Background: an optimization exercise with open tools, aiming at small area. Do not read the settings as production practice. RTL that was checked went through simulation tests only; none was proved equivalent to the original. For run 5, only the layout was checked, not whether the RTL still works. Power and IR drop assume default switching activity.

### flow/flow/area.abc
strash
&get -n
&fraig -x
&put
dc2
strash
&get -n
&dch -f
&nf -R 1000 -p
&put
strash
&get -n
&dch -f
&nf -R 1000 -p
&put
### flow/config.mk
export PLATFORM = sky130hd
export DESIGN_NAME = blinkingLeds
export DESIGN_NICKNAME = blinkingLeds
export VERILOG_FILES = /design/flow/design.v
export SDC_FILE = /design/flow/constraint.sdc
export NUM_CORES = 4
export LEC_CHECK = 0
export CAP_MARGIN = 20
export CORE_MARGIN = 2
export CORE_UTILIZATION = 70
export PLACE_DENSITY = 0.8
export SLEW_MARGIN = 20
### flow/standard.sh
#!/bin/bash
# synth_recipe.tcl (not shown) runs the flow's synth.tcl, then flattens the netlist and writes it again
# the make line also repeats each setting of config.mk as NAME=value (left out here)
make -C /OpenROAD-flow-scripts/flow DESIGN_CONFIG=/design/flow/config.mk WORK_HOME=/design/flow/orfs CLKGATE_MAP_FILE= SYNTH_SCRIPT=/design/flow/synth_recipe.tcl "${@:-finish}"
### flow/constraint.sdc
create_clock -name core_clock -period 10.0 [get_ports {clk}]
set_input_delay 2.0000 -clock core_clock [delete_from_list [all_inputs] [get_ports {clk}]]
set_output_delay 2.0000 -clock core_clock [all_outputs]
set_load 0.01 [all_outputs]
### flow/design.v
`timescale 1ns / 1ps
module t_ff(
    input  logic clk, reset,
    input  logic t,
    output logic q
    );
    always_ff@(posedge clk, posedge reset)
    begin
        if(reset)
            q <= 1'b0;
        else if(t)
            q <= ~q;
    end
endmodule
`timescale 1ns / 1ps
module timerMs_input
    #(parameter bits = 16)(
    input logic clk, reset,
    input logic phase_zero, phase_wrap,
    input logic [bits - 1:0] finalValue,
    output logic done
    );
    localparam logic [25:0] INV = 26'h0c26139;  
    logic [25:0] w_reg, w_keep, w_next;
    logic [26:0] carry;   
    assign done = phase_zero && (w_reg == {{(26-bits){1'b0}}, finalValue});
    assign w_keep = done ? 26'd0 : w_reg;
    always_comb
    begin
        carry[0] = 1'b0;
        for (int k = 0; k < 26; k++)
        begin
            if (INV[k])
            begin
                w_next[k]  = w_keep[k] ^ (phase_wrap & ~carry[k]);
                carry[k+1] = carry[k] | (phase_wrap & w_reg[k]);
            end
            else
            begin
                w_next[k]  = w_keep[k] ^ carry[k];
                carry[k+1] = carry[k] & w_reg[k];
            end
        end
    end
    always_ff@(posedge clk, posedge reset)
    begin
        if(reset)
            w_reg <= 0;
        else
            w_reg <= w_next;
    end
endmodule
`timescale 1ns / 1ps
module singleLedBlink
    #(parameter bits = 16)(
    input logic clk, reset,
    input logic phase_zero, phase_wrap,
    input logic [bits - 1:0] finalValue,
    output logic led
    );
    logic timerOut;
    timerMs_input #(.bits(bits)) timer (
        .clk(clk),
        .reset(reset),
        .phase_zero(phase_zero),
        .phase_wrap(phase_wrap),
        .finalValue(finalValue),
        .done(timerOut)
    );
    t_ff TFF (
        .clk(clk),
        .reset(reset),
        .t(timerOut),
        .q(led)
    );
endmodule
`timescale 1ns / 1ps
module blinkingLeds
    #(parameter W = 4)(  
    input logic clk, reset,
    input  logic cs,
    input  logic read,
    input  logic write,
    input  logic [4:0] addr,
    input  logic [31:0] wr_data,
    output logic [31:0] rd_data,
    output logic [W-1:0] LED
    );
    logic [15:0] led_reg [3:0];
    logic wr_en;
    logic [5:0] phase;
    logic phase_zero, phase_wrap;
    always_ff@(posedge clk, posedge reset)
    begin
        if(reset)
            phase <= 0;
        else
            phase <= phase + 1;
    end
    assign phase_zero = (phase == 6'd0);
    assign phase_wrap = (phase == 6'd63);
    generate
        genvar i;
        for(i=0; i<4; i=i+1)
        begin: blinkingCircuit
            singleLedBlink #(.bits(16)) blink (
                .clk(clk),
                .reset(reset),
                .phase_zero(phase_zero),
                .phase_wrap(phase_wrap),
                .finalValue(led_reg[i]),
                .led(LED[i])
            );
        end
    endgenerate
    always_ff@(posedge clk, posedge reset)
    begin
        if(reset)
        begin
            led_reg[0] <= 0;
            led_reg[1] <= 0;
            led_reg[2] <= 0;
            led_reg[3] <= 0;
        end
        else
        begin
            if(wr_en)
            begin
                if(addr[1:0] == 2'b00)
                    led_reg[0] <= wr_data[15:0];
                if(addr[1:0] == 2'b01)
                    led_reg[1] <= wr_data[15:0];
                if(addr[1:0] == 2'b10)
                    led_reg[2] <= wr_data[15:0];
                if(addr[1:0] == 2'b11)
                    led_reg[3] <= wr_data[15:0];
            end
        end
    end
    assign wr_en = write && cs && (addr <= 3);
    assign rd_data = 0;
endmodule
### flow/flow/synth_area.tcl
# The standard synthesis script (synth_recipe.tcl), with one change: ABC
# maps the combinational logic with an area-oriented script (area.abc)
# instead of ORFS's delay-oriented one. Registers are mapped before ABC runs,
# so they come out exactly as in the standard synthesis.
set area_abc_script [file join [file dirname [file normalize [info script]]] area.abc]
proc synth {args} { yosys synth -nofsm -noshare {*}$args }
proc abc {args} {
  set i [lsearch -exact $args -script]
  lset args [expr {$i + 1}] $::area_abc_script
  yosys abc {*}$args
}
source $::env(SCRIPTS_DIR)/synth.tcl
# left out here: clear keep_hierarchy, flatten, clean up, hide names made inside functions, write 1_2_yosys.v
### flow/flow/run.sh
#!/bin/bash
# Own layout flow: the standard ORFS flow (standard.sh) with
#  - synthesis through synth_area.tcl (area-oriented ABC mapping),
#  - port buffers of the smallest buffer cell,
#  - CTS without dummy loads,
set -euo pipefail
here=$(cd "$(dirname "$0")" && pwd)
bash standard.sh \
  SYNTH_SCRIPT="$here/synth_area.tcl" \
  BUFFER_PORTS_ARGS="-buffer_cell sky130_fd_sc_hd__buf_1" \
  CTS_ARGS="-sink_clustering_enable -repair_clock_nets -dont_use_dummy_load -buf_list sky130_fd_sc_hd__clkbuf_8 -sink_clustering_size 24 -sink_clustering_max_diameter 80" \
  finish > make_flow.log 2>&1
==> results.sh, run 1 <==
export IMPL_whs_ns=0.470
export IMPL_port_buffers=28
export IMPL_critical_path_endpoint_type="flop"
export IMPL_clock_fmax_mhz=201
export IMPL_postSynthAreaPerCell_sq_um=10.8
export IMPL_period_share_pct=49.8
export IMPL_worstPathRequired_ns=10.37
export IMPL_power_density_mw_per_mm2=147
export IMPL_routed_via_density=5.92
export IMPL_synth_edf_count=0
export IMPL_whs_endpoint="blinkingCircuit[1].blink.TFF.q$_DFFE_PP0P_"
export IMPL_vias=5564
export IMPL_p_sw_w=0.000300
export IMPL_slew_viol_final=0
export IMPL_yosysWarnings=5
export IMPL_hp_start="blinkingCircuit[1].blink.TFF.q$_DFFE_PP0P_"
export IMPL_synth_seq_area_share_pct=54.9
export IMPL_combPwrFrac_pct=8.5
export IMPL_cp_arrival_ns=5.35
export IMPL_path_max_fanout=18
export IMPL_root_buffer="clkbuf_8"
export IMPL_synth_cells=753
export IMPL_synthTopCellsByArea="dfrtp_1 (55%), mux2_1 (6.4%), xnor2_1 (5.1%)"
export IMPL_placed_cell_area_sq_mm=0.00827
export IMPL_ctsHoldBuffers=0
export IMPL_cts_max_path_buffers=2
export IMPL_cts_sinks=178
export IMPL_grt_pass1_wl_microns=27200
export IMPL_antenna_found_initial=0
export IMPL_yosysTopAreaCell="dfrtp_1"
export IMPL_start_util_pct=71.3
export IMPL_finClkSkew_ns=0.0178
export IMPL_rr_startpoint="phase[0]$_DFF_PP0_"
export IMPL_grt_overflow_total=0
export IMPL_start_kind="flop"
export IMPL_totalWireLength_microns=15800
export IMPL_cts_repair_resized=0
export IMPL_drive_gt1_share_pct=2.76
export IMPL_fp_dieW_microns=112
export IMPL_internal_power_w=0.000951
export IMPL_cts_setup_buffers=0
export IMPL_grt_usage_pct=27.6
export IMPL_area_growth_pct=4.97
export IMPL_synthFlopType="dfrtp_1"
export IMPL_drt_antenna_violating_nets=0
export IMPL_synth_common_cells="dfrtp_1 (178), nand2_1 (89), a21oi_1 (57)"
export IMPL_nets=843
export IMPL_drc_errors=0
export IMPL_setup_tns_ns=0
export IMPL_cap_violations=0
export IMPL_r2r_cells=22
export IMPL_rsz0062_at_grt="false"
export IMPL_largest_register_ffs=104
export IMPL_pin_count=78
export IMPL_gp_congestion=0.844
export IMPL_whs_path_depth=1
export IMPL_worstSetupPathType="reg2reg"
export IMPL_hp_class="reg2reg"
export IMPL_firstDrtPassIters=4
export IMPL_post_dp_hpwl_microns=11200
export IMPL_grt_pass1_vias=5643
export IMPL_cts_buffers_inserted=17
export IMPL_worstMarginPinSlew_ns=0.795
export IMPL_r2r_setup_slack_ns=5.02
export IMPL_std_cell_rows=39
export IMPL_drtIter0Drc=405
export IMPL_final_area_sq_mm=0.00851
export IMPL_ys_ff_latch=178
export IMPL_r2r_end="blinkingCircuit[0].blink.timer.w_reg[23]$_DFF_PP0_"
export IMPL_power_frac_clock_pct=29.1
export IMPL_relSlewSlack_pct=46.9
export IMPL_clock_latency_ns=0.45
export IMPL_synth_most_common_cell="dfrtp_1"
export IMPL_cts_tree="built"
export IMPL_fin_util_pct=74.9
export IMPL_status="complete, no violations"
export IMPL_diodes=0
export IMPL_path_clk_slew_ns=0.07
export IMPL_cts_htree_levels=4
export IMPL_die_h_microns=112
export IMPL_core_sq_mm=0.0114
export IMPL_synth_top_cell_area_share_pct=54.9
export IMPL_post_route_min_period_ns=4.98
export IMPL_async_flop_share_pct=100
export IMPL_sw_frac_of_total_pct=24.0
export IMPL_syn_area_sq_mm=0.00811
export IMPL_power_share_sequential_pct=62.4
export IMPL_static_leakage_power_nw=4.03
export IMPL_finalHoldViolations=0
export IMPL_wl_per_cell_microns=16.9
export IMPL_grt_max_degree=91
export IMPL_synth_distinct_cells=38
export IMPL_vdd_drop_max_mv=0.111
export IMPL_dieArea_sq_mm=0.0125
export IMPL_setup_viol=0
-- final cells by class --
class / count / area [sq um]
tap: 143 / 179
sequential: 178 / 4450
timing repair buffer: 32 / 139
clock buffer: 17 / 234
inverter: 37 / 144
multi-input combinational: 533 / 3360
fill: 805 / 2860
-- worst max-delay path by stage --
stage | cells past startpoint | slack, ns | from | to
2_1_floorplan | 1 | 4.80 | reset | blinkingCircuit[0].blink.TFF.q$_DFFE_PP0P_
3_3_place_gp | 22 | 5.22 | phase[0]$_DFF_PP0_ | blinkingCircuit[0].blink.timer.w_reg[23]$_DFF_PP0_
3_5_place_dp | 22 | 5.14 | phase[0]$_DFF_PP0_ | blinkingCircuit[0].blink.timer.w_reg[23]$_DFF_PP0_
4_1_cts | 22 | 5.09 | phase[0]$_DFF_PP0_ | blinkingCircuit[0].blink.timer.w_reg[23]$_DFF_PP0_
5_1_grt | 22 | 4.51 | phase[0]$_DFF_PP0_ | blinkingCircuit[0].blink.timer.w_reg[23]$_DFF_PP0_
6_report | 22 | 5.02 | phase[0]$_DFF_PP0_ | blinkingCircuit[0].blink.timer.w_reg[23]$_DFF_PP0_
-- power groups by stage --
stage               Sequential, W  Clock (W)  Combinational (W)
finish                   0.000781   0.000364           0.000106
global route             0.000785   0.000398           0.000120
CTS                      0.000781   0.000367           0.000107
detailed placement       0.000795          0           0.000106
global placement         0.000793          0           0.000102
floorplan                0.000788          0          0.0000884
-- cell families (layout without fill, tap and decap cells) --
family / Yosys count / count (layout) / synth area share, %
adders and majority gates: 2 / 2 / 0.309
other: 1 / 32 / 0.0462
muxes: 46 / 46 / 6.39
DFF: 178 / 178 / 54.9
and+or+nand+nor: 219 / 219 / 12.5
buffers and inverters: 73 / 86 / 5.05
xor gates and xnor gates: 93 / 93 / 10.0
AOI/OAI and AO/OA: 141 / 141 / 10.7
-- per-layer routing --
metal / vias to the layer above / share of wire (%) / global-route usage [%]
met4: 0 / 2.0 / 9.79
li1: 2616 / - / -
met3: 29 / 3.9 / 5.33
met1: 2783 / 45 / 38.8
met5: - / 0 / 0
met2: 136 / 49 / 43.8
-- layout by cell type, fill, tap and decap left out, types with 8 or more instances in the layout --
cell type and n:
nor4_1 14, mux2_1 46, o21ai_0 26, nor2b_1 13, clkbuf_8 17, nand2_1 89
clkinv_1 36, nand4_1 10, nand3_1 16, xor2_1 46, buf_1 28, and3_1 13
and2_0 8, a22oi_1 11, conb_1 32, xnor2_1 47, nor2_1 45, dfrtp_1 178
o22ai_1 8, a31oi_1 8, a21oi_1 57
-- worst max-delay path, cell delays in order (launching register included) --
cell and delay (ns):
dfrtp_1 0.40, clkinv_1 0.07, ha_1 0.14, nand3_1 0.27, a2111oi_0 0.46, nand4_1 0.71
nand2_1 0.35, nor2_1 0.09, a21oi_1 0.17, nor2b_1 0.11, nand2_1 0.12, a21boi_0 0.19
and3_1 0.30, nand2_1 0.08, nand2_1 0.09, and3_1 0.23, a21o_1 0.16, and2_0 0.20
and3_1 0.24, nand2_1 0.10, nand2_1 0.09, nor2_1 0.17, xor2_1 0.17
-- per-stage QoR --
stage	std cells	setup slack (ns)	power (W)
floorplan	784	4.80	0.000876
global placement	923	5.22	0.000895
detailed placement	923	5.14	0.000901
CTS	940	5.09	0.00125
global route	940	4.51	0.00130
finish	940	5.02	0.00125
==> inputs of run 2 (changes only) <==
--- a/flow/flow/run.sh
+++ b/flow/flow/run.sh
@@ -8,5 +8,6 @@
 bash standard.sh \
   SYNTH_SCRIPT="$here/synth_area.tcl" \
   BUFFER_PORTS_ARGS="-buffer_cell sky130_fd_sc_hd__buf_1" \
-  CTS_ARGS="-sink_clustering_enable -repair_clock_nets -dont_use_dummy_load -buf_list sky130_fd_sc_hd__clkbuf_8 -sink_clustering_size 24 -sink_clustering_max_diameter 80" \
+  CTS_ARGS="-sink_clustering_enable -repair_clock_nets -dont_use_dummy_load -buf_list sky130_fd_sc_hd__clkbuf_8 -sink_clustering_size 30 -sink_clustering_max_diameter 100 -sink_clustering_levels 1" \
+  SKIP_REPAIR_TIE_FANOUT=1 \
   finish > make_flow.log 2>&1
==> run 2 against run 1 <==
  * Critical path depth unchanged
  * Power increased by 0.23%
  * Sequential power about the same
  * Synthesized area unchanged
  * Clock power about the same
  * Fmax decreased by 1.6%
  * Hold slack got worse by 0.0012 ns
  * Critical path type unchanged
==> results.sh, run 2 <==
export IMPL_internal_power_w=0.000951
export IMPL_grt_usage_pct=27.8
export IMPL_root_buffer="clkbuf_8"
export IMPL_cts_tree="built"
export IMPL_synth_edf_count=0
export IMPL_drtIter0Drc=374
export IMPL_area_growth_pct=3.53
export IMPL_ys_ff_latch=178
export IMPL_p_total_w=0.00125
export IMPL_worstPathRequired_ns=10.37
export IMPL_power_density_mw_per_mm2=149
export IMPL_vdd_drop_max_mv=0.110
export IMPL_r2r_setup_slack_ns=4.94
export IMPL_post_route_min_period_ns=5.06
export IMPL_power_frac_clock_pct=29.2
export IMPL_worstMarginPinSlew_ns=0.873
export IMPL_cts_sinks=178
export IMPL_synth_common_cells="dfrtp_1 (178), nand2_1 (89), a21oi_1 (57)"
export IMPL_synthFlopType="dfrtp_1"
export IMPL_setup_tns_ns=0
export IMPL_drive_gt1_share_pct=2.87
export IMPL_antenna_found_initial=0
export IMPL_rsz0062_at_grt="false"
export IMPL_vias=5528
export IMPL_dieArea_sq_mm=0.0125
export IMPL_firstDrtPassIters=5
export IMPL_syn_area_sq_mm=0.00811
export IMPL_grt_overflow_total=0
export IMPL_path_max_fanout=18
export IMPL_synthTopCellsByArea="dfrtp_1 (55%), mux2_1 (6.4%), xnor2_1 (5.1%)"
export IMPL_relSlewSlack_pct=41.7
export IMPL_nets=812
export IMPL_postSynthAreaPerCell_sq_um=10.8
export IMPL_place_ws_ns=5.04
export IMPL_fp_dieW_microns=112
export IMPL_drt_antenna_violating_nets=0
export IMPL_post_dp_hpwl_microns=11500
export IMPL_rr_startpoint="phase[0]$_DFF_PP0_"
export IMPL_ctsHoldBuffers=0
export IMPL_final_area_sq_mm=0.00840
export IMPL_static_leakage_power_nw=3.93
export IMPL_start_kind="flop"
export IMPL_grt_pass1_vias=5688
export IMPL_pin_count=78
export IMPL_synth_distinct_cells=38
export IMPL_multi_input_area_sq_mm=0.00325
export IMPL_path_clk_slew_ns=0.08
export IMPL_cp_arrival_ns=5.43
export IMPL_synth_cells=753
export IMPL_diodes=0
export IMPL_synth_top_cell_area_share_pct=54.9
export IMPL_placed_cell_area_sq_mm=0.00816
export IMPL_slew_viol_final=0
export IMPL_hp_start="blinkingCircuit[2].blink.timer.w_reg[25]$_DFF_PP0_"
export IMPL_finalHoldViolations=0
export IMPL_clock_latency_ns=0.46
export IMPL_finClkSkew_ns=0.0189
export IMPL_gp_congestion=0.871
export IMPL_crit_start="phase[0]$_DFF_PP0_"
export IMPL_std_cell_rows=39
export IMPL_totalWireLength_microns=16300
export IMPL_ff_latch_area_sq_mm=0.00445
export IMPL_cts_setup_buffers=0
export IMPL_synth_most_common_cell="dfrtp_1"
export IMPL_grt_max_degree=94
export IMPL_layout_common_cells="dfrtp_1 (178), nand2_1 (89), a21oi_1 (57)"
export IMPL_synth_seq_area_share_pct=54.9
export IMPL_cts_repair_resized=0
export IMPL_clock_fmax_mhz=198
export IMPL_cts_buffers_inserted=17
export IMPL_grt_pass1_wl_microns=27200
export IMPL_die_h_microns=112
export IMPL_cap_violations=0
export IMPL_critical_path_endpoint_type="flop"
export IMPL_worstSetupPathType="reg2reg"
export IMPL_status="complete, no violations"
export IMPL_final_common_cell="dfrtp_1"
export IMPL_post_route_worst_setup_slack_ns=4.94
export IMPL_wl_per_cell_microns=18.0
export IMPL_combPwrFrac_pct=8.6
export IMPL_whs_ns=0.469
export IMPL_largest_register_ffs=104
export IMPL_hp_class="reg2reg"
export IMPL_routed_via_density=6.08
export IMPL_cts_max_path_buffers=2
export IMPL_cts_htree_levels=4
export IMPL_async_flop_share_pct=100
export IMPL_drc_errors=0
export IMPL_core_sq_mm=0.0114
export IMPL_yosysWarnings=5
export IMPL_power_share_sequential_pct=62.3
export IMPL_fillCellCount=802
export IMPL_setup_viol=0
export IMPL_start_util_pct=71.3
export IMPL_sw_frac_of_total_pct=24.1
export IMPL_p_sw_w=0.000303
export IMPL_period_share_pct=50.6
export IMPL_yosysTopAreaCell="dfrtp_1"
export IMPL_port_buffers=28
-- run 2: cell counts after synthesis --
No cell type changed its count.
-- run 2: logic make-up (layout without fill, tap and decap cells) --
kind of cell | Yosys count | after routing | synth area share (%)
XOR/XNOR | 93 | 93 | 10.0
adder cells (fa/ha/maj) | 2 | 2 | 0.309
multiplexers | 46 | 46 | 6.39
other | 1 | 1 | 0.0462
flip-flops | 178 | 178 | 54.9
buffers and inverters | 73 | 86 | 5.05
AND/OR/NAND/NOR | 219 | 219 | 12.5
AO/OA/AOI/OAI | 141 | 141 | 10.7
-- run 2: final cells by class --
cell class	count	area share [%]
tap	143	2.13
inverter	37	1.71
timing repair buffer	32	1.65
multi-input combinational	502	38.7
clock buffer	17	2.79
sequential	178	53.1
-- run 2: path summary, 6_finish.rpt --
kind	endpoint	cells after the start
max	blinkingCircuit[0].blink.timer.w_reg[23]$_DFF_PP0_	22
min	blinkingCircuit[2].blink.timer.w_reg[25]$_DFF_PP0_	1
max reg2reg	blinkingCircuit[0].blink.timer.w_reg[23]$_DFF_PP0_	22
min reg2reg	blinkingCircuit[2].blink.timer.w_reg[25]$_DFF_PP0_	1
max in group asynchronous	blinkingCircuit[3].blink.timer.w_reg[22]$_DFF_PP0_	3
min in group asynchronous	blinkingCircuit[2].blink.timer.w_reg[24]$_DFF_PP0_	2
-- run 2: through the flow --
stage / utilization, % / instances
2_1_floorplan: - / 753
3_3_place_gp: 71.8 / 892
3_5_place_dp: 71.8 / 892
4_1_cts: 73.8 / 909
5_1_grt: 73.8 / 909
6_report: 73.8 / 909
-- run 2: critical path, cell delays in order (launching register included) --
cell and delay, ns:
dfrtp_1 0.40, clkinv_1 0.07, ha_1 0.14, nand3_1 0.28, a2111oi_0 0.47, nand4_1 0.71, nand2_1 0.34, nor2_1 0.10
a21oi_1 0.19, nor2b_1 0.12, nand2_1 0.12, a21boi_0 0.20, and3_1 0.30, nand2_1 0.08, nand2_1 0.09, and3_1 0.24
a21o_1 0.17, and2_0 0.21, and3_1 0.24, nand2_1 0.09, nand2_1 0.09, nor2_1 0.16, xor2_1 0.17
-- run 2: layer usage --
layer | track usage [%] | vias up | routed length, microns
li1 | - | 2580 | -
met1 | 36.6 | 2763 | 6910
met2 | 45.1 | 141 | 8150
met3 | 6.75 | 44 | 844
met4 | 11.3 | 0 | 434
met5 | 0 | - | 0
-- run 2: power by group through the flow --
stage                     Combinational [W]  Clock (W)  Sequential (W)
after global routing               0.000121   0.000400        0.000784
final                              0.000107   0.000365        0.000781
after global placement             0.000103          0        0.000793
after detailed placement           0.000108          0        0.000794
after floorplan                   0.0000884          0        0.000788
after CTS                          0.000108   0.000372        0.000780
==> inputs of run 3 (changes only) <==
--- a/flow/flow/run.sh
+++ b/flow/flow/run.sh
@@ -8,6 +8,6 @@
 bash standard.sh \
   SYNTH_SCRIPT="$here/synth_area.tcl" \
   BUFFER_PORTS_ARGS="-buffer_cell sky130_fd_sc_hd__buf_1" \
-  CTS_ARGS="-sink_clustering_enable -repair_clock_nets -dont_use_dummy_load -buf_list sky130_fd_sc_hd__clkbuf_8 -sink_clustering_size 30 -sink_clustering_max_diameter 100 -sink_clustering_levels 1" \
+  CTS_ARGS="-sink_clustering_enable -repair_clock_nets -dont_use_dummy_load -buf_list {sky130_fd_sc_hd__clkbuf_4 sky130_fd_sc_hd__clkbuf_8 sky130_fd_sc_hd__clkbuf_16}" \
   SKIP_REPAIR_TIE_FANOUT=1 \
   finish > make_flow.log 2>&1
==> run 3 against run 2 <==
  * Still clean on timing, DRC and antenna
  * Sequential power about the same
  * Clock skew down 0.0079 ns
  * Routed wire length is 2.9% higher
  * Final cell count did not move
  * Synthesized area unchanged
  * Highest routed layer unchanged
==> results.sh, run 3 <==
export IMPL_cts_setup_buffers=0
export IMPL_crit_buf_inv=1
export IMPL_antenna_found_initial=0
export IMPL_grt_pass1_wl_microns=27900
export IMPL_totalWireLength_microns=16800
export IMPL_grt_overflow_total=0
export IMPL_wl_per_cell_microns=18.5
export IMPL_path_clk_slew_ns=0.06
export IMPL_dieArea_sq_mm=0.0125
export IMPL_fin_util_pct=75.5
export IMPL_worstMarginPinSlew_ns=0.905
export IMPL_grt_usage_pct=28.5
export IMPL_cts_htree_levels=4
export IMPL_synthFlopType="dfrtp_1"
export IMPL_critical_path_endpoint_type="flop"
export IMPL_synth_cells=753
export IMPL_synth_top_cell_area_share_pct=54.9
export IMPL_synth_distinct_cells=38
export IMPL_post_dp_hpwl_microns=11500
export IMPL_synth_edf_count=0
export IMPL_rsz0062_at_grt="false"
export IMPL_path_max_fanout=18
export IMPL_synth_common_cells="dfrtp_1 (178), nand2_1 (89), a21oi_1 (57)"
export IMPL_setup_tns_ns=0
export IMPL_synthTopCellsByArea="dfrtp_1 (55%), mux2_1 (6.4%), xnor2_1 (5.1%)"
export IMPL_yosysWarnings=5
export IMPL_largest_register_ffs=104
export IMPL_critPathMaxStageDelay_ns=0.82
export IMPL_slew_viol_final=0
export IMPL_grt_pass1_vias=5765
export IMPL_gp_congestion=0.871
export IMPL_firstDrtPassIters=5
export IMPL_post_route_min_period_ns=5.41
export IMPL_finClkSkew_ns=0.0110
export IMPL_rr_startpoint="phase[0]$_DFF_PP0_"
export IMPL_syn_area_sq_mm=0.00811
export IMPL_synth_seq_area_share_pct=54.9
export IMPL_crit_family="simple AND/OR/NAND/NOR gates"
export IMPL_cap_violations=0
export IMPL_core_sq_mm=0.0114
export IMPL_area_growth_pct=5.89
export IMPL_ctsHoldBuffers=0
export IMPL_dp_cells=892
export IMPL_path_cells="clkinv_1, ha_1, nand3_1, a2111oi_0, nand4_1, nand2_1, nor2_1, a21oi_1, nor2b_1, nand2_1, a21boi_0, and3_1, nand2_1, nand2_1, and3_1, a21o_1, and2_0, and3_1, nand2_1, nand2_1, nor2_1, xor2_1"
export IMPL_grt_max_degree=94
export IMPL_port_buffers=28
export IMPL_drive_gt1_share_pct=2.87
export IMPL_p_total_w=0.00142
export IMPL_worstSetupPathType="reg2reg"
export IMPL_hp_class="reg2reg"
export IMPL_final_cell_count_no_fill=909
export IMPL_worstPathRequired_ns=10.34
export IMPL_start_kind="flop"
export IMPL_drt_antenna_violating_nets=0
export IMPL_routed_via_density=6.11
export IMPL_diodes=0
export IMPL_root_buffer="clkbuf_16"
export IMPL_crit_start="phase[0]$_DFF_PP0_"
export IMPL_static_leakage_power_nw=4.02
export IMPL_cts_tree="built"
export IMPL_synth_most_common_cell="dfrtp_1"
export IMPL_vias=5556
export IMPL_finalHoldViolations=0
export IMPL_drtIter0Drc=425
export IMPL_status="complete, no violations"
export IMPL_cts_repair_resized=0
export IMPL_ys_ff_latch=178
export IMPL_clock_fmax_mhz=185
export IMPL_final_common_cell="dfrtp_1"
export IMPL_slowest_stage="nand4_1"
export IMPL_drc_errors=0
export IMPL_pin_count=78
export IMPL_vdd_drop_max_mv=0.143
export IMPL_whs_ns=0.465
export IMPL_relSlewSlack_pct=39.5
export IMPL_clock_latency_ns=0.42
export IMPL_period_share_pct=54.1
export IMPL_hp_start="blinkingCircuit[2].blink.timer.w_reg[25]$_DFF_PP0_"
export IMPL_cp_arrival_ns=5.75
export IMPL_std_cell_rows=39
export IMPL_power_density_mw_per_mm2=166
export IMPL_postSynthAreaPerCell_sq_um=10.8
export IMPL_start_util_pct=71.3
export IMPL_async_flop_share_pct=100
export IMPL_fp_dieW_microns=112
export IMPL_cts_buffers_inserted=17
export IMPL_yosysTopAreaCell="dfrtp_1"
export IMPL_nets=812
export IMPL_setup_viol=0
export IMPL_die_h_microns=112
export IMPL_critPathMostFrequentCell="nand2_1"
export IMPL_cts_sinks=178
export IMPL_cts_max_path_buffers=2
export IMPL_layout_common_cells="dfrtp_1 (178), nand2_1 (89), a21oi_1 (57)"
-- run 3: cell count changes in the layout (fill, tap and decap cells not counted) --
cell	delta
clkbuf_8	-17
clkbuf_16	+17
-- run 3: final cells by class --
type                    instances  area [sq um]
flip-flops and latches        178          4450
multi-input cells             502          3250
fillers                       766          2780
clock buffers                  17           425
well taps                     143           179
inverters                      37           144
repair buffers                 32           139
-- run 3: cell families (layout without fill, tap and decap cells) --
logic type                 Yosys count  count (layout)  share of synthesized area (%)
AOI/OAI and AO/OA                  141             141                           10.7
xor gates and xnor gates            93              93                           10.0
adders and majority gates            2               2                          0.309
buffers and inverters               73              86                           5.05
DFF                                178             178                           54.9
muxes                               46              46                           6.39
other                                1               1                         0.0462
and+or+nand+nor                    219             219                           12.5
-- run 3: path summary, 6_finish.rpt --
kind | endpoint | slack [ns] | cells after the start
max | blinkingCircuit[0].blink.timer.w_reg[23]$_DFF_PP0_ | 4.59 | 22
min | blinkingCircuit[2].blink.timer.w_reg[25]$_DFF_PP0_ | 0.46 | 1
max reg2reg | blinkingCircuit[0].blink.timer.w_reg[23]$_DFF_PP0_ | 4.59 | 22
min reg2reg | blinkingCircuit[2].blink.timer.w_reg[25]$_DFF_PP0_ | 0.46 | 1
max in group asynchronous | led_reg[3][7]$_DFFE_PP0P_ | 7.02 | 3
min in group asynchronous | blinkingCircuit[2].blink.timer.w_reg[24]$_DFF_PP0_ | 1.74 | 2
-- run 3: through the flow --
stage / area, sq um / setup WS, ns
after global placement: 8160 / 5.22
final: 8590 / 4.59
after detailed placement: 8160 / 5.04
after CTS: 8580 / 4.70
after floorplan: 8110 / 4.80
after global routing: 8590 / 4.29
-- run 3: power breakdown --
part / internal, W / total (W) / switching (W)
logic: 0.0000437 / 0.000109 / 0.0000654
registers: 0.000758 / 0.000782 / 0.0000237
clock network: 0.000295 / 0.000530 / 0.000235
-- run 3: layer usage --
metal,GRT usage [%],part of all wire [%]
met1,37.4,42
met2,47.9,51
met3,6.26,4.8
met4,9.63,2.0
met5,0,0
==> inputs of run 4 (changes only) <==
==> flow/flow/run.sh (replaced) <==
#!/bin/bash
# Own layout flow: the standard ORFS flow (standard.sh) with
#  - synthesis through synth_area.tcl (area-oriented ABC mapping),
#  - port buffers of the smallest buffer cell,
#  - CTS without dummy loads,
#  - one tie cell for all constant outputs (no tie fanout repair),
set -euo pipefail
here=$(cd "$(dirname "$0")" && pwd)
bash standard.sh \
  SYNTH_SCRIPT="$here/synth_area.tcl" \
  BUFFER_PORTS_ARGS="-buffer_cell sky130_fd_sc_hd__buf_1" \
  CTS_ARGS="-sink_clustering_enable -repair_clock_nets -dont_use_dummy_load -buf_list sky130_fd_sc_hd__clkbuf_8" \
  SKIP_REPAIR_TIE_FANOUT=1 \
  finish > make_flow.log 2>&1
==> flow/flow/mux_a22o.v (new file) <==
module sky130_fd_sc_hd__mux2_1 (input A0, input A1, input S, output X);
  wire s_n;
  sky130_fd_sc_hd__inv_1 sel_inv (.A(S), .Y(s_n));
  sky130_fd_sc_hd__a22o_1 _TECHMAP_REPLACE_ (.A1(S), .A2(A1), .B1(s_n), .B2(A0), .X(X));
endmodule
==> flow/flow/synth_area.tcl (replaced) <==
# The standard synthesis script (synth_recipe.tcl), with one change: ABC
# maps the combinational logic with an area-oriented script (area.abc)
# instead of ORFS's delay-oriented one, and mux2 cells become a22o cells
# (mux_a22o.v). Registers are mapped before ABC runs,
# so they come out exactly as in the standard synthesis.
set flow_dir [file dirname [file normalize [info script]]]
set area_abc_script [file join $flow_dir area.abc]
set mux_map [file join $flow_dir mux_a22o.v]
proc synth {args} { yosys synth -nofsm -noshare {*}$args }
proc abc {args} {
  set i [lsearch -exact $args -script]
  lset args [expr {$i + 1}] $::area_abc_script
  yosys abc {*}$args
  # 2:1 muxes on a shared select: a22o plus one shared inverter per select
  yosys techmap -map $::mux_map t:sky130_fd_sc_hd__mux2_1
  yosys opt_merge -share_all t:sky130_fd_sc_hd__inv_1
  yosys opt_clean
}
source $::env(SCRIPTS_DIR)/synth.tcl
# left out here: clear keep_hierarchy, flatten, clean up, hide names made inside functions, write 1_2_yosys.v
==> run 4 against run 3 <==
  * Still clean on timing, DRC and antenna
  * Via count rose by 1.9%
  * Final cell count rose by 0.55%
  * Fmax rose by 9.9%
  * Non-clock buffer count rose by 1
  * Sequential power barely moved
  * Register-to-register slack improved by 0.49 ns
  * Routed wire length fell by 1.4%
  * Critical path type unchanged
  * Largest power group unchanged
  * Highest routed layer unchanged
==> results.sh, run 4 <==
export IMPL_static_leakage_power_nw=3.86
export IMPL_clock_fmax_mhz=203
export IMPL_hp_class="reg2reg"
export IMPL_worstMarginPinSlew_ns=0.906
export IMPL_slowest_stage="nand4_1"
export IMPL_period_share_pct=49.2
export IMPL_core_sq_mm=0.0113
export IMPL_post_route_worst_setup_slack_ns=5.08
export IMPL_syn_area_sq_mm=0.00801
export IMPL_routed_via_density=6.19
export IMPL_postSynthAreaPerCell_sq_um=10.6
export IMPL_synthTopCellsByArea="dfrtp_1 (56%), a22o_1 (5.2%), xnor2_1 (5.1%)"
export IMPL_cts_setup_buffers=0
export IMPL_critical_path_endpoint_type="flop"
export IMPL_wl_per_cell_microns=18.1
export IMPL_gp_congestion=0.829
export IMPL_cap_violations=0
export IMPL_placed_cell_area_sq_mm=0.00807
export IMPL_synth_cells=757
export IMPL_r2r_cells=21
export IMPL_final_common_cell="dfrtp_1"
export IMPL_synthFlopType="dfrtp_1"
export IMPL_synth_most_common_cell="dfrtp_1"
export IMPL_synth_distinct_cells=38
export IMPL_synth_edf_count=0
export IMPL_vdd_drop_max_mv=0.116
export IMPL_drt_antenna_violating_nets=0
export IMPL_power_density_mw_per_mm2=152
export IMPL_status="complete, no violations"
export IMPL_dieArea_sq_mm=0.0123
export IMPL_root_buffer="clkbuf_8"
export IMPL_worstSetupPathType="reg2reg"
export IMPL_drtIter0Drc=432
export IMPL_cp_arrival_ns=5.28
export IMPL_worstPathRequired_ns=10.36
export IMPL_grt_usage_pct=28.4
export IMPL_cts_htree_levels=4
export IMPL_path_cells="nor2_1, nand3_1, a2111oi_0, nand4_1, nand2_1, nor2_1, a21oi_1, nor2b_1, nand2_1, a21boi_0, and3_1, nand2_1, nand2_1, and3_1, a21o_1, and2_0, and3_1, nand2_1, nand2_1, nor2_1, xor2_1"
export IMPL_pin_count=78
export IMPL_r2r_setup_slack_ns=5.08
export IMPL_nets=817
export IMPL_final_area_sq_mm=0.00830
export IMPL_slew_viol_final=0
export IMPL_clock_latency_ns=0.45
export IMPL_start_util_pct=71.1
export IMPL_rr_startpoint="phase[2]$_DFF_PP0_"
export IMPL_cts_sinks=178
export IMPL_path_clk_slew_ns=0.08
export IMPL_grt_max_degree=74
export IMPL_totalWireLength_microns=16600
export IMPL_finalHoldViolations=0
export IMPL_setup_tns_ns=0
export IMPL_path_max_fanout=18
export IMPL_p_total_w=0.00126
export IMPL_grt_pass1_vias=5617
export IMPL_async_flop_share_pct=100
export IMPL_fp_dieW_microns=111
export IMPL_cts_repair_resized=0
export IMPL_antenna_found_initial=0
export IMPL_place_ws_ns=5.14
export IMPL_fin_util_pct=73.6
export IMPL_cts_max_path_buffers=2
export IMPL_critPathMostFrequentCell="nand2_1"
export IMPL_synth_top_cell_area_share_pct=55.6
export IMPL_start_kind="flop"
export IMPL_grt_pass1_wl_microns=27600
export IMPL_synth_common_cells="dfrtp_1 (178), nand2_1 (89), a21oi_1 (57)"
export IMPL_rsz0062_at_grt="false"
export IMPL_std_cell_rows=39
export IMPL_cts_tree="built"
export IMPL_drc_errors=0
export IMPL_finClkSkew_ns=0.0150
export IMPL_post_route_min_period_ns=4.92
export IMPL_synth_seq_area_share_pct=55.6
export IMPL_firstDrtPassIters=5
export IMPL_yosysTopAreaCell="dfrtp_1"
export IMPL_r2r_end="blinkingCircuit[0].blink.timer.w_reg[23]$_DFF_PP0_"
export IMPL_critPathMaxStageDelay_ns=0.69
export IMPL_whs_endpoint="blinkingCircuit[1].blink.TFF.q$_DFFE_PP0P_"
export IMPL_yosysWarnings=5
export IMPL_ctsHoldBuffers=0
export IMPL_cts_buffers_inserted=17
export IMPL_drive_gt1_share_pct=3.11
export IMPL_setup_viol=0
export IMPL_diodes=0
export IMPL_whs_path_depth=1
export IMPL_layout_common_cells="dfrtp_1 (178), nand2_1 (89), a21oi_1 (57)"
export IMPL_vias=5659
export IMPL_ys_ff_latch=178
export IMPL_hp_start="blinkingCircuit[1].blink.TFF.q$_DFFE_PP0P_"
export IMPL_grt_overflow_total=0
export IMPL_largest_register_ffs=104
export IMPL_die_h_microns=111
export IMPL_relSlewSlack_pct=39.6
export IMPL_port_buffers=28
export IMPL_area_growth_pct=3.66
export IMPL_post_dp_hpwl_microns=11500
-- run 4: power by group --
group	internal (W)	switching (W)
registers	0.000756	0.0000258
clock network	0.000150	0.000219
logic	0.0000486	0.0000635
-- run 4: how the worst max path moves through the flow --
stage	startpoint	end	slack, ns	cells after the start
floorplan	reset	blinkingCircuit[0].blink.TFF.q$_DFFE_PP0P_	4.80	1
global placement	phase[0]$_DFF_PP0_	blinkingCircuit[0].blink.timer.w_reg[23]$_DFF_PP0_	5.29	22
detailed placement	phase[0]$_DFF_PP0_	blinkingCircuit[0].blink.timer.w_reg[23]$_DFF_PP0_	5.14	22
CTS	phase[0]$_DFF_PP0_	blinkingCircuit[0].blink.timer.w_reg[23]$_DFF_PP0_	5.11	22
global route	phase[0]$_DFF_PP0_	blinkingCircuit[0].blink.timer.w_reg[23]$_DFF_PP0_	4.62	22
finish	phase[2]$_DFF_PP0_	blinkingCircuit[0].blink.timer.w_reg[23]$_DFF_PP0_	5.08	21
-- run 4: kinds of logic (layout without fill, tap and decap cells) --
family / Yosys count / count (layout) / share of synthesized area, %
simple gates: 219 / 219 / 12.7
compound gates: 187 / 187 / 15.9
flops: 178 / 178 / 55.6
xor+xnor: 93 / 93 / 10.2
buf+inv: 77 / 91 / 5.30
fa+ha+maj: 2 / 2 / 0.312
other cells: 1 / 1 / 0.0468
-- run 4: layout make-up --
class / instances / area, sq um
clock buffers: 17 / 234
inverters: 41 / 159
repair buffers: 33 / 143
well taps: 143 / 179
multi-input cells: 502 / 3130
fillers: 768 / 2970
flip-flops and latches: 178 / 4450
-- run 4: metal layers --
layer  vias up  wire length [microns]  GRT usage [%]
met5         -                      0              0
met4         0                    209           7.50
met3        19                   1070           6.72
met2       188                   8000           45.8
met1      2819                   7290           39.4
li1       2633                      -              -
-- run 4: through the flow --
step	cells	hold slack [ns]
after floorplan	757	0.438
after global placement	897	0.454
after detailed placement	897	0.458
after CTS	914	0.475
after global routing	914	0.491
final	914	0.471
-- run 4: worst max-delay path: cells and delay by family, from the launching register on --
kind | cells | cell delay, ns
and+or+nand+nor | 16 | 3.22
AOI/OAI and AO/OA | 4 | 1.03
DFF | 1 | 0.43
xor gates and xnor gates | 1 | 0.16
==> inputs of run 5 (changes only) <==
--- a/flow/design.v
+++ b/flow/design.v
@@ -21,10 +21,9 @@
     output logic done
     );
     localparam logic [25:0] INV = 26'h0c26139;  
-    logic [25:0] w_reg, w_keep, w_next;
+    logic [25:0] w_reg, w_next, toggle;
     logic [26:0] carry;   
     assign done = phase_zero && (w_reg == {{(26-bits){1'b0}}, finalValue});
-    assign w_keep = done ? 26'd0 : w_reg;
     always_comb
     begin
         carry[0] = 1'b0;
@@ -32,14 +31,15 @@
         begin
             if (INV[k])
             begin
-                w_next[k]  = w_keep[k] ^ (phase_wrap & ~carry[k]);
+                toggle[k]  = (phase_wrap & ~carry[k]) | (done & w_reg[k]);
                 carry[k+1] = carry[k] | (phase_wrap & w_reg[k]);
             end
             else
             begin
-                w_next[k]  = w_keep[k] ^ carry[k];
+                toggle[k]  = carry[k] | (done & w_reg[k]);
                 carry[k+1] = carry[k] & w_reg[k];
             end
+            w_next[k] = w_reg[k] ^ toggle[k];
         end
     end
     always_ff@(posedge clk, posedge reset)
==> run 5 against run 4 <==
  * Setup slack better by 0.42 ns
  * Die area is 0.58% lower
  * Sequential share of layout area is 0.28 points higher
  * Global-route usage hardly changed
  * Critical path type unchanged
  * Highest routed layer unchanged
==> results.sh, run 5 <==
export IMPL_die_h_microns=111
export IMPL_hp_class="reg2reg"
export IMPL_ys_ff_latch=178
export IMPL_fp_dieW_microns=111
export IMPL_dp_cells=885
export IMPL_std_cell_rows=38
export IMPL_cts_max_path_buffers=2
export IMPL_clock_latency_ns=0.45
export IMPL_start_util_pct=72.5
export IMPL_post_route_worst_setup_slack_ns=5.50
export IMPL_routed_via_density=6.35
export IMPL_ctsHoldBuffers=0
export IMPL_critical_path_endpoint_type="flop"
export IMPL_setup_viol=0
export IMPL_wl_per_cell_microns=18.2
export IMPL_syn_area_sq_mm=0.00796
export IMPL_async_flop_share_pct=100
export IMPL_path_max_fanout=53
export IMPL_path_clk_slew_ns=0.08
export IMPL_rsz0062_at_grt="false"
export IMPL_cts_buffers_inserted=17
export IMPL_yosysTopAreaCell="dfrtp_1"
export IMPL_cts_tree="built"
export IMPL_root_buffer="clkbuf_8"
export IMPL_drtIter0Drc=434
export IMPL_pin_count=78
export IMPL_critPathMaxStageDelay_ns=0.53
export IMPL_grt_overflow_total=0
export IMPL_path_cells="ha_1, and3_1, and3_2, buf_4, o21ai_0, nand2b_1, nand2b_1, a21boi_0, and4_1, o21ai_0, nand2b_1, nand2_1, and2_0, and3_1, nand2_1, o21ai_0, nand2_1, xnor2_1"
export IMPL_status="complete, no violations"
export IMPL_grt_usage_pct=28.4
export IMPL_crit_buf_inv=1
export IMPL_antenna_found_initial=0
export IMPL_worstMarginPinSlew_ns=0.763
export IMPL_synth_top_cell_area_share_pct=55.9
export IMPL_final_cell_count_no_fill=902
export IMPL_static_leakage_power_nw=3.80
export IMPL_slowest_stage="a21boi_0"
export IMPL_largest_register_ffs=104
export IMPL_synth_edf_count=0
export IMPL_vdd_drop_max_mv=0.114
export IMPL_period_share_pct=45.0
export IMPL_power_density_mw_per_mm2=151
export IMPL_place_ws_ns=5.55
export IMPL_area_growth_pct=3.74
export IMPL_synthFlopType="dfrtp_1"
export IMPL_layout_common_cells="dfrtp_1 (178), nand2_1 (68), nor2_1 (50)"
export IMPL_cap_violations=0
export IMPL_drc_errors=0
export IMPL_firstDrtPassIters=5
export IMPL_start_kind="flop"
export IMPL_totalWireLength_microns=16400
export IMPL_synth_most_common_cell="dfrtp_1"
export IMPL_worstSetupPathType="reg2reg"
export IMPL_synth_cells=747
export IMPL_dieArea_sq_mm=0.0122
export IMPL_vias=5725
export IMPL_synth_common_cells="dfrtp_1 (178), nand2_1 (68), nor2_1 (50)"
export IMPL_cts_htree_levels=4
export IMPL_final_common_cell="dfrtp_1"
export IMPL_crit_family="simple AND/OR/NAND/NOR gates"
export IMPL_grt_max_degree=118
export IMPL_synth_distinct_cells=41
export IMPL_relSlewSlack_pct=49.1
export IMPL_synthTopCellsByArea="dfrtp_1 (56%), a22o_1 (5.4%), xnor2_1 (4.6%)"
export IMPL_drt_antenna_violating_nets=0
export IMPL_cts_repair_resized=0
export IMPL_diodes=0
export IMPL_clock_fmax_mhz=222
export IMPL_postSynthAreaPerCell_sq_um=10.7
export IMPL_post_route_min_period_ns=4.50
export IMPL_worstPathRequired_ns=10.34
export IMPL_post_dp_hpwl_microns=11400
export IMPL_grt_pass1_wl_microns=27700
export IMPL_synth_seq_area_share_pct=55.9
export IMPL_core_sq_mm=0.0110
export IMPL_cts_sinks=178
export IMPL_gp_congestion=0.867
export IMPL_yosysWarnings=5
export IMPL_nets=808
export IMPL_finClkSkew_ns=0.0165
export IMPL_setup_tns_ns=0
export IMPL_slew_viol_final=0
export IMPL_cts_setup_buffers=0
export IMPL_port_buffers=28
export IMPL_finalHoldViolations=0
export IMPL_grt_pass1_vias=5678
export IMPL_cp_arrival_ns=4.84
export IMPL_drive_gt1_share_pct=3.28
==> run 5: worst paths after layout <==
path                                                                          from                                                  to  slack [ns]  depth (start not counted)
min in group asynchronous                                                    reset  blinkingCircuit[2].blink.timer.w_reg[18]$_DFF_PP0_        1.74                          2
worst min-delay path            blinkingCircuit[3].blink.timer.w_reg[23]$_DFF_PP0_  blinkingCircuit[3].blink.timer.w_reg[23]$_DFF_PP0_        0.47                          1
worst max-delay path                                            phase[0]$_DFF_PP0_  blinkingCircuit[2].blink.timer.w_reg[25]$_DFF_PP0_        5.50                         18
worst min register to register  blinkingCircuit[3].blink.timer.w_reg[23]$_DFF_PP0_  blinkingCircuit[3].blink.timer.w_reg[23]$_DFF_PP0_        0.47                          1
worst max register to register                                  phase[0]$_DFF_PP0_  blinkingCircuit[2].blink.timer.w_reg[25]$_DFF_PP0_        5.50                         18
max in group asynchronous                                                    reset                          led_reg[1][12]$_DFFE_PP0P_        7.01                          3
==> run 5: layout make-up <==
cell class | count | area, sq um
timing repair buffer | 34 | 150
clock buffer | 17 | 234
inverter | 38 | 150
multi-input combinational | 495 | 3100
fill | 748 | 2720
tap | 140 | 175
sequential | 178 | 4450
==> run 5: per-stage QoR <==
step / total power [W] / utilization (%) / cell area, sq um / hold slack [ns]
final: 0.00125 / 75.2 / 8260 / 0.471
after global routing: 0.00130 / 75.2 / 8260 / 0.492
after CTS: 0.00126 / 75.2 / 8260 / 0.472
after detailed placement: 0.000904 / 73.0 / 8020 / 0.458
after global placement: 0.000898 / 73.0 / 8020 / 0.456
after floorplan: 0.000880 / - / 7960 / 0.442
==> run 5: logic make-up after synthesis <==
logic type                 Yosys count  synth area share (%)
and+or+nand+nor                    214                  12.7
other                                1                0.0471
AOI/OAI and AO/OA                  204                  17.7
adders and majority gates            2                 0.314
buffers and inverters               74                  5.19
xor gates and xnor gates            74                  8.14
DFF                                178                  55.9
==> run 5: power breakdown <==
| part | leakage (nW) | switching (W) | internal (W) |
|---|---|---|---|
| sequential | 2.39 | 0.0000266 | 0.000756 |
| clock | 0.122 | 0.000210 | 0.000150 |
| combinational | 1.29 | 0.0000600 | 0.0000484 |
| total | 3.80 | 0.000297 | 0.000954 |
==> run 5: routing by layer <==
layer | vias to the layer above | GRT usage (%) | wire length, microns
met5 | - | 0 | 0
met3 | 39 | 5.49 | 826
met1 | 2861 | 39.4 | 7330
met4 | 0 | 11.8 | 475
li1 | 2674 | - | -
met2 | 151 | 44.5 | 7770
==> inputs of run 6 (changes only) <==
--- a/flow/design.v
+++ b/flow/design.v
@@ -89,16 +89,17 @@
     logic [15:0] led_reg [3:0];
     logic wr_en;
     logic [5:0] phase;
-    logic phase_zero, phase_wrap;
+    logic phase_low_zero, phase_zero, phase_wrap;
+    assign phase_low_zero = (phase[4:0] == 5'd0);
     always_ff@(posedge clk, posedge reset)
     begin
         if(reset)
             phase <= 0;
         else
-            phase <= phase + 1;
+            phase <= {phase[4:0], phase[5] ^ phase[4] ^ phase_low_zero};
     end
-    assign phase_zero = (phase == 6'd0);
-    assign phase_wrap = (phase == 6'd63);
+    assign phase_zero = phase_low_zero & ~phase[5];
+    assign phase_wrap = phase_low_zero & phase[5];
     generate
         genvar i;
         for(i=0; i<4; i=i+1)
==> run 6 against run 5 <==
  * Clock power increased by 2%
  * Global-route usage increased by 1.5 points
  * Sequential power about the same
  * Largest cell class unchanged
  * Critical path type unchanged
  * Clock skew increased by 0.0035 ns
  * Setup slack got worse by 0.15 ns
  * Register-to-register slack got worse by 0.15 ns
  * Still clean
==> results.sh, run 6 <==
export IMPL_status="complete, no violations"
export IMPL_vdd_drop_max_mv=0.107
export IMPL_synthFlopType="dfrtp_1"
export IMPL_gp_congestion=0.934
export IMPL_final_cell_count_no_fill=908
export IMPL_cts_sinks=178
export IMPL_ys_ff_latch=178
export IMPL_placed_cell_area_sq_mm=0.00795
export IMPL_start_util_pct=72.2
export IMPL_drc_errors=0
export IMPL_synth_top_cell_area_share_pct=56.4
export IMPL_synth_common_cells="dfrtp_1 (178), nand2_1 (70), nor2_1 (57)"
export IMPL_core_sq_mm=0.0109
export IMPL_dieArea_sq_mm=0.0121
export IMPL_setup_tns_ns=0
export IMPL_cts_htree_levels=4
export IMPL_cts_setup_buffers=0
export IMPL_cts_buffers_inserted=17
export IMPL_synth_seq_area_share_pct=56.4
export IMPL_dp_cells=891
export IMPL_fillCellCount=786
export IMPL_post_route_min_period_ns=4.65
export IMPL_synth_distinct_cells=37
export IMPL_grt_pass1_wl_microns=27300
export IMPL_fp_dieW_microns=110
export IMPL_clock_latency_ns=0.47
export IMPL_die_h_microns=110
export IMPL_period_share_pct=46.5
export IMPL_power_density_mw_per_mm2=154
export IMPL_final_common_cell="dfrtp_1"
export IMPL_port_buffers=28
export IMPL_nets=812
export IMPL_drtIter0Drc=346
export IMPL_worstSetupPathType="reg2reg"
export IMPL_critPathMaxStageDelay_ns=0.57
export IMPL_layout_common_cells="dfrtp_1 (178), nand2_1 (70), nor2_1 (57)"
export IMPL_grt_pass1_vias=5677
export IMPL_synth_most_common_cell="dfrtp_1"
export IMPL_setup_viol=0
export IMPL_final_area_sq_mm=0.00819
export IMPL_vias=5702
export IMPL_synthTopCellsByArea="dfrtp_1 (56%), a22o_1 (5.2%), a21oi_1 (3.5%)"
export IMPL_rsz0062_at_grt="false"
export IMPL_fin_util_pct=74.9
export IMPL_totalWireLength_microns=16400
export IMPL_cts_max_path_buffers=2
export IMPL_firstDrtPassIters=5
export IMPL_drive_gt1_share_pct=3.13
export IMPL_post_dp_hpwl_microns=11600
export IMPL_largest_register_ffs=104
export IMPL_slew_viol_final=0
export IMPL_grt_max_degree=93
export IMPL_worstPathRequired_ns=10.34
export IMPL_finalHoldViolations=0
export IMPL_start_kind="flop"
export IMPL_root_buffer="clkbuf_8"
export IMPL_area_growth_pct=3.77
export IMPL_worstMarginPinSlew_ns=0.818
export IMPL_antenna_found_initial=0
export IMPL_yosysTopAreaCell="dfrtp_1"
export IMPL_path_clk_slew_ns=0.08
export IMPL_slowest_stage="and2_1"
export IMPL_synth_cells=753
export IMPL_cap_violations=0
export IMPL_path_cells="or4_1, nor2_1, and2_1, o31ai_1, a21boi_0, a22oi_1, nor3_1, nor2_1, nor2b_1, nand2_1, nand2_1, and2_0, nand3_1, nor2b_1, o21ai_0, nor2b_1"
export IMPL_critical_path_endpoint_type="flop"
export IMPL_postSynthAreaPerCell_sq_um=10.5
export IMPL_async_flop_share_pct=100
export IMPL_grt_usage_pct=29.9
export IMPL_diodes=0
export IMPL_whs_ns=0.368
export IMPL_cts_tree="built"
export IMPL_relSlewSlack_pct=45.4
export IMPL_clock_fmax_mhz=215
export IMPL_wl_per_cell_microns=18.1
export IMPL_syn_area_sq_mm=0.00789
export IMPL_synth_edf_count=0
export IMPL_finClkSkew_ns=0.0200
export IMPL_crit_buf_inv=0
export IMPL_crit_family="simple AND/OR/NAND/NOR gates"
export IMPL_yosysWarnings=5
export IMPL_grt_overflow_total=0
export IMPL_hp_class="reg2reg"
export IMPL_critPathMostFrequentCell="nor2b_1"
export IMPL_routed_via_density=6.28
export IMPL_pin_count=78
export IMPL_path_max_fanout=18
export IMPL_std_cell_rows=38
export IMPL_ctsHoldBuffers=0
export IMPL_cp_arrival_ns=4.99
export IMPL_drt_antenna_violating_nets=0
export IMPL_cts_repair_resized=0
export IMPL_static_leakage_power_nw=3.74
==> run 6: cells by family after synthesis <==
logic type / synth area share, %
AOI/OAI and AO/OA: 17.4
xor gates and xnor gates: 6.55
buffers and inverters: 5.23
DFF: 56.4
other: 0.0475
and+or+nand+nor: 14.3
==> run 6: cell type report <==
type                    count  area, sq um  share of cell area [%]
flip-flops and latches    178         4450                    54.4
multi-input cells         501         3020                    36.9
clock buffers              17          234                    2.86
well taps                 140          175                    2.14
repair buffers             34          154                    1.88
inverters                  38          148                    1.80
==> run 6: stage by stage <==
step | worst slack, ns | total power [W]
detailed placement | 5.38 | 0.000904
CTS | 5.36 | 0.00126
floorplan | 4.80 | 0.000879
global placement | 5.58 | 0.000897
finish | 5.35 | 0.00126
global route | 4.89 | 0.00131
==> run 6: final timing paths <==
check                                   startpoint                                            endpoint  slack (ns)  cells past startpoint
worst max-delay path            phase[1]$_DFF_PP0_  blinkingCircuit[3].blink.timer.w_reg[24]$_DFF_PP0_        5.35                     16
worst min-delay path            phase[1]$_DFF_PP0_                                  phase[2]$_DFF_PP0_        0.37                      0
worst max register to register  phase[1]$_DFF_PP0_  blinkingCircuit[3].blink.timer.w_reg[24]$_DFF_PP0_        5.35                     16
worst min register to register  phase[1]$_DFF_PP0_                                  phase[2]$_DFF_PP0_        0.37                      0
max in group asynchronous                    reset                           led_reg[1][5]$_DFFE_PP0P_        7.02                      3
min in group asynchronous                    reset  blinkingCircuit[0].blink.timer.w_reg[13]$_DFF_PP0_        1.65                      2
==> run 6: metal layers <==
metal  share of wire (%)  up-vias  wire length, microns  global-route usage (%)
met5                   0        -                     0                       0
li1                    -     2687                     -                       -
met3                 6.3       33                  1040                    8.41
met1                  43     2797                  7130                    39.6
met2                  48      185                  7900                    47.1
met4                 2.3        0                   378                    11.9
==> run 6: power breakdown <==
part	total [W]	internal, W	switching [W]
registers	0.000782	0.000756	0.0000256
clock network	0.000368	0.000150	0.000218
logic	0.000109	0.0000473	0.0000614
==> inputs of run 7 (changes only) <==
--- a/flow/flow/run.sh
+++ b/flow/flow/run.sh
@@ -9,6 +9,6 @@
 bash standard.sh \
   SYNTH_SCRIPT="$here/synth_area.tcl" \
   BUFFER_PORTS_ARGS="-buffer_cell sky130_fd_sc_hd__buf_1" \
-  CTS_ARGS="-sink_clustering_enable -repair_clock_nets -dont_use_dummy_load -buf_list sky130_fd_sc_hd__clkbuf_8" \
+  CTS_ARGS="-repair_clock_nets -dont_use_dummy_load -buf_list sky130_fd_sc_hd__clkbuf_8" \
   SKIP_REPAIR_TIE_FANOUT=1 \
   finish > make_flow.log 2>&1
==> run 7 against run 6 <==
  * Still clean
  * Synthesized area unchanged
  * First-iteration DRC count unchanged
  * Routed wire length unchanged
  * Cell area unchanged
  * Sequential power about the same
  * Combinational power about the same
  * Power unchanged
  * Fmax unchanged
  * Core utilization unchanged
  * Largest cell class unchanged
==> results.sh, run 7 <==
export IMPL_grt_max_degree=93
export IMPL_finalHoldViolations=0
export IMPL_drive_gt1_share_pct=3.13
export IMPL_async_flop_share_pct=100
export IMPL_vdd_drop_max_mv=0.107
export IMPL_nets=812
export IMPL_period_share_pct=46.5
export IMPL_post_route_min_period_ns=4.65
export IMPL_slew_viol_final=0
export IMPL_finClkSkew_ns=0.0200
export IMPL_synth_distinct_cells=37
export IMPL_postSynthAreaPerCell_sq_um=10.5
export IMPL_synth_edf_count=0
export IMPL_core_sq_mm=0.0109
export IMPL_synth_seq_area_share_pct=56.4
export IMPL_area_growth_pct=3.77
export IMPL_fillCellCount=786
export IMPL_grt_usage_pct=29.9
export IMPL_crit_buf_inv=0
export IMPL_relSlewSlack_pct=45.4
export IMPL_cts_htree_levels=4
export IMPL_synthTopCellsByArea="dfrtp_1 (56%), a22o_1 (5.2%), a21oi_1 (3.5%)"
export IMPL_cp_arrival_ns=4.99
export IMPL_start_kind="flop"
export IMPL_yosysWarnings=5
export IMPL_worstPathRequired_ns=10.34
export IMPL_clock_latency_ns=0.47
export IMPL_vias=5702
export IMPL_cp_depth=16
export IMPL_worstMarginPinSlew_ns=0.818
export IMPL_post_route_worst_setup_slack_ns=5.35
export IMPL_cts_max_path_buffers=2
export IMPL_ctsHoldBuffers=0
export IMPL_static_leakage_power_nw=3.74
export IMPL_crit_end="blinkingCircuit[3].blink.timer.w_reg[24]$_DFF_PP0_"
export IMPL_root_buffer="clkbuf_8"
export IMPL_std_cell_rows=38
export IMPL_clock_fmax_mhz=215
export IMPL_diodes=0
export IMPL_final_cell_count_no_fill=908
export IMPL_hp_start="phase[1]$_DFF_PP0_"
export IMPL_hp_class="reg2reg"
export IMPL_drt_antenna_violating_nets=0
export IMPL_path_cells="or4_1, nor2_1, and2_1, o31ai_1, a21boi_0, a22oi_1, nor3_1, nor2_1, nor2b_1, nand2_1, nand2_1, and2_0, nand3_1, nor2b_1, o21ai_0, nor2b_1"
export IMPL_cap_violations=0
export IMPL_rr_startpoint="phase[1]$_DFF_PP0_"
export IMPL_drc_errors=0
export IMPL_drtIter0Drc=346
export IMPL_grt_overflow_total=0
export IMPL_place_ws_ns=5.38
export IMPL_r2r_setup_slack_ns=5.35
export IMPL_synth_most_common_cell="dfrtp_1"
export IMPL_r2r_end="blinkingCircuit[3].blink.timer.w_reg[24]$_DFF_PP0_"
export IMPL_final_common_cell="dfrtp_1"
export IMPL_pin_count=78
export IMPL_cts_repair_resized=0
export IMPL_largest_register_ffs=104
export IMPL_layout_common_cells="dfrtp_1 (178), nand2_1 (70), nor2_1 (57)"
export IMPL_port_buffers=28
export IMPL_worstSetupPathType="reg2reg"
export IMPL_grt_pass1_vias=5677
export IMPL_status="complete, no violations"
export IMPL_syn_area_sq_mm=0.00789
export IMPL_firstDrtPassIters=5
export IMPL_critPathMaxStageDelay_ns=0.57
export IMPL_dieArea_sq_mm=0.0121
export IMPL_start_util_pct=72.2
export IMPL_cts_tree="built"
export IMPL_path_clk_slew_ns=0.08
export IMPL_die_h_microns=110
export IMPL_yosysTopAreaCell="dfrtp_1"
export IMPL_path_max_fanout=18
export IMPL_critical_path_endpoint_type="flop"
export IMPL_synth_cells=753
export IMPL_setup_viol=0
export IMPL_r2r_cells=16
export IMPL_synth_top_cell_area_share_pct=56.4
export IMPL_crit_family="simple AND/OR/NAND/NOR gates"
export IMPL_antenna_found_initial=0
export IMPL_dp_cells=891
export IMPL_totalWireLength_microns=16400
export IMPL_cts_buffers_inserted=17
export IMPL_setup_tns_ns=0
export IMPL_routed_via_density=6.28
export IMPL_slowest_stage="and2_1"
export IMPL_power_density_mw_per_mm2=154
export IMPL_grt_pass1_wl_microns=27300
export IMPL_crit_start="phase[1]$_DFF_PP0_"
export IMPL_wl_per_cell_microns=18.1
export IMPL_synth_common_cells="dfrtp_1 (178), nand2_1 (70), nor2_1 (57)"
export IMPL_cts_setup_buffers=0
export IMPL_critPathMostFrequentCell="nor2b_1"
export IMPL_cts_sinks=178
export IMPL_ys_ff_latch=178
export IMPL_rsz0062_at_grt="false"
export IMPL_fin_util_pct=74.9
export IMPL_post_dp_hpwl_microns=11600
export IMPL_gp_congestion=0.934
export IMPL_fp_dieW_microns=110
export IMPL_synthFlopType="dfrtp_1"
==> run 7: where the power goes <==
part / internal (W) / switching, W
combinational: 0.0000473 / 0.0000614
sequential: 0.000756 / 0.0000256
clock: 0.000150 / 0.000218
total: 0.000954 / 0.000305
==> run 7: worst reg2reg max path: cells and delay by family (launching register included) <==
family | cells | cell delay (ns)
AOI/OAI and AO/OA | 4 | 1.11
DFF | 1 | 0.37
and+or+nand+nor | 12 | 3.04
==> run 7: final cells by class <==
type | count | area, sq um | area share, %
inverter | 38 | 148 | 1.80
multi-input combinational | 501 | 3020 | 36.9
tap | 140 | 175 | 2.14
timing repair buffer | 34 | 154 | 1.88
clock buffer | 17 | 234 | 2.86
sequential | 178 | 4450 | 54.4
==> run 7: through the flow <==
stage / cell area (sq um) / hold WS (ns) / total power [W]
finish: 8190 / 0.368 / 0.00126
global route: 8190 / 0.381 / 0.00131
CTS: 8190 / 0.372 / 0.00126
detailed placement: 7950 / 0.355 / 0.000904
global placement: 7950 / 0.353 / 0.000897
floorplan: 7890 / 0.346 / 0.000879
==> run 7: cell families (layout without fill, tap and decap cells) <==
kind of cell              count (synthesis)  count (layout)  share of synthesized area [%]
and+or+nand+nor                         239             239                           14.3
buffers and inverters                    74              89                           5.23
AOI/OAI and AO/OA                       202             202                           17.4
other                                     1               1                         0.0475
xor gates and xnor gates                 59              59                           6.55
DFF                                     178             178                           56.4
==> run 7: worst min-delay path by stage <==
stage                     slack [ns]  cells past startpoint            endpoint
after floorplan                 0.35                      0  phase[3]$_DFF_PP0_
after global placement          0.35                      0  phase[4]$_DFF_PP0_
after detailed placement        0.36                      0  phase[3]$_DFF_PP0_
after CTS                       0.37                      0  phase[2]$_DFF_PP0_
after global routing            0.38                      0  phase[2]$_DFF_PP0_
final                           0.37                      0  phase[2]$_DFF_PP0_
==> run 7: metal layers <==
metal  global-route usage [%]  part of all wire (%)  vias to the layer above
met5                        0                     0                        -
met4                     11.9                   2.3                        0
met3                     8.41                   6.3                       33
met2                     47.1                    48                      185
met1                     39.6                    43                     2797
li1                         -                     -                     2687

separate check: timing with driven ports:
In the flow no input, the clock included, has a driving cell. The finished layouts below were timed again as built, in two steps. Step 1 sets driving cells, clkbuf_16 on the clock port and buf_2 on the other inputs (assumed; they add their load-dependent delay and slew). Step 2 adds t to the input delays and takes it off the output delays; t is the mean of the earliest and latest rising clock arrival at the registers after step 1. Input paths then give back, and output paths get back, about the clock's delay inside the block. a / b / c = ideal ports / drivers / drivers and shift; a / b = the first two.
| run | t, ns | slack for setup (ns) | hold WS [ns] | worst slew at a driven data input, ns | cell pins on the clock port's net |
|---|---|---|---|---|---|
| run 1 | 0.481 | 5.021 / 5.021 / 5.021 | 0.470 / 0.470 / 0.470 | 0.03 | 1 |
| run 2 | 0.480 | 4.941 / 4.941 / 4.941 | 0.469 / 0.469 / 0.469 | 0.05 | 1 |
| run 3 | 0.454 | 4.591 / 4.591 / 4.591 | 0.465 / 0.465 / 0.465 | 0.05 | 1 |
| run 4 | 0.480 | 5.080 / 5.080 / 5.080 | 0.471 / 0.471 / 0.471 | 0.04 | 1 |
| run 5 | 0.481 | 5.503 / 5.503 / 5.503 | 0.471 / 0.471 / 0.471 | 0.03 | 1 |
| run 6 | 0.492 | 5.352 / 5.352 / 5.352 | 0.368 / 0.368 / 0.368 | 0.04 | 1 |
| run 7 | 0.492 | 5.352 / 5.352 / 5.352 | 0.368 / 0.368 / 0.368 | 0.04 | 1 |
After both steps setup and hold are still met in every run listed.
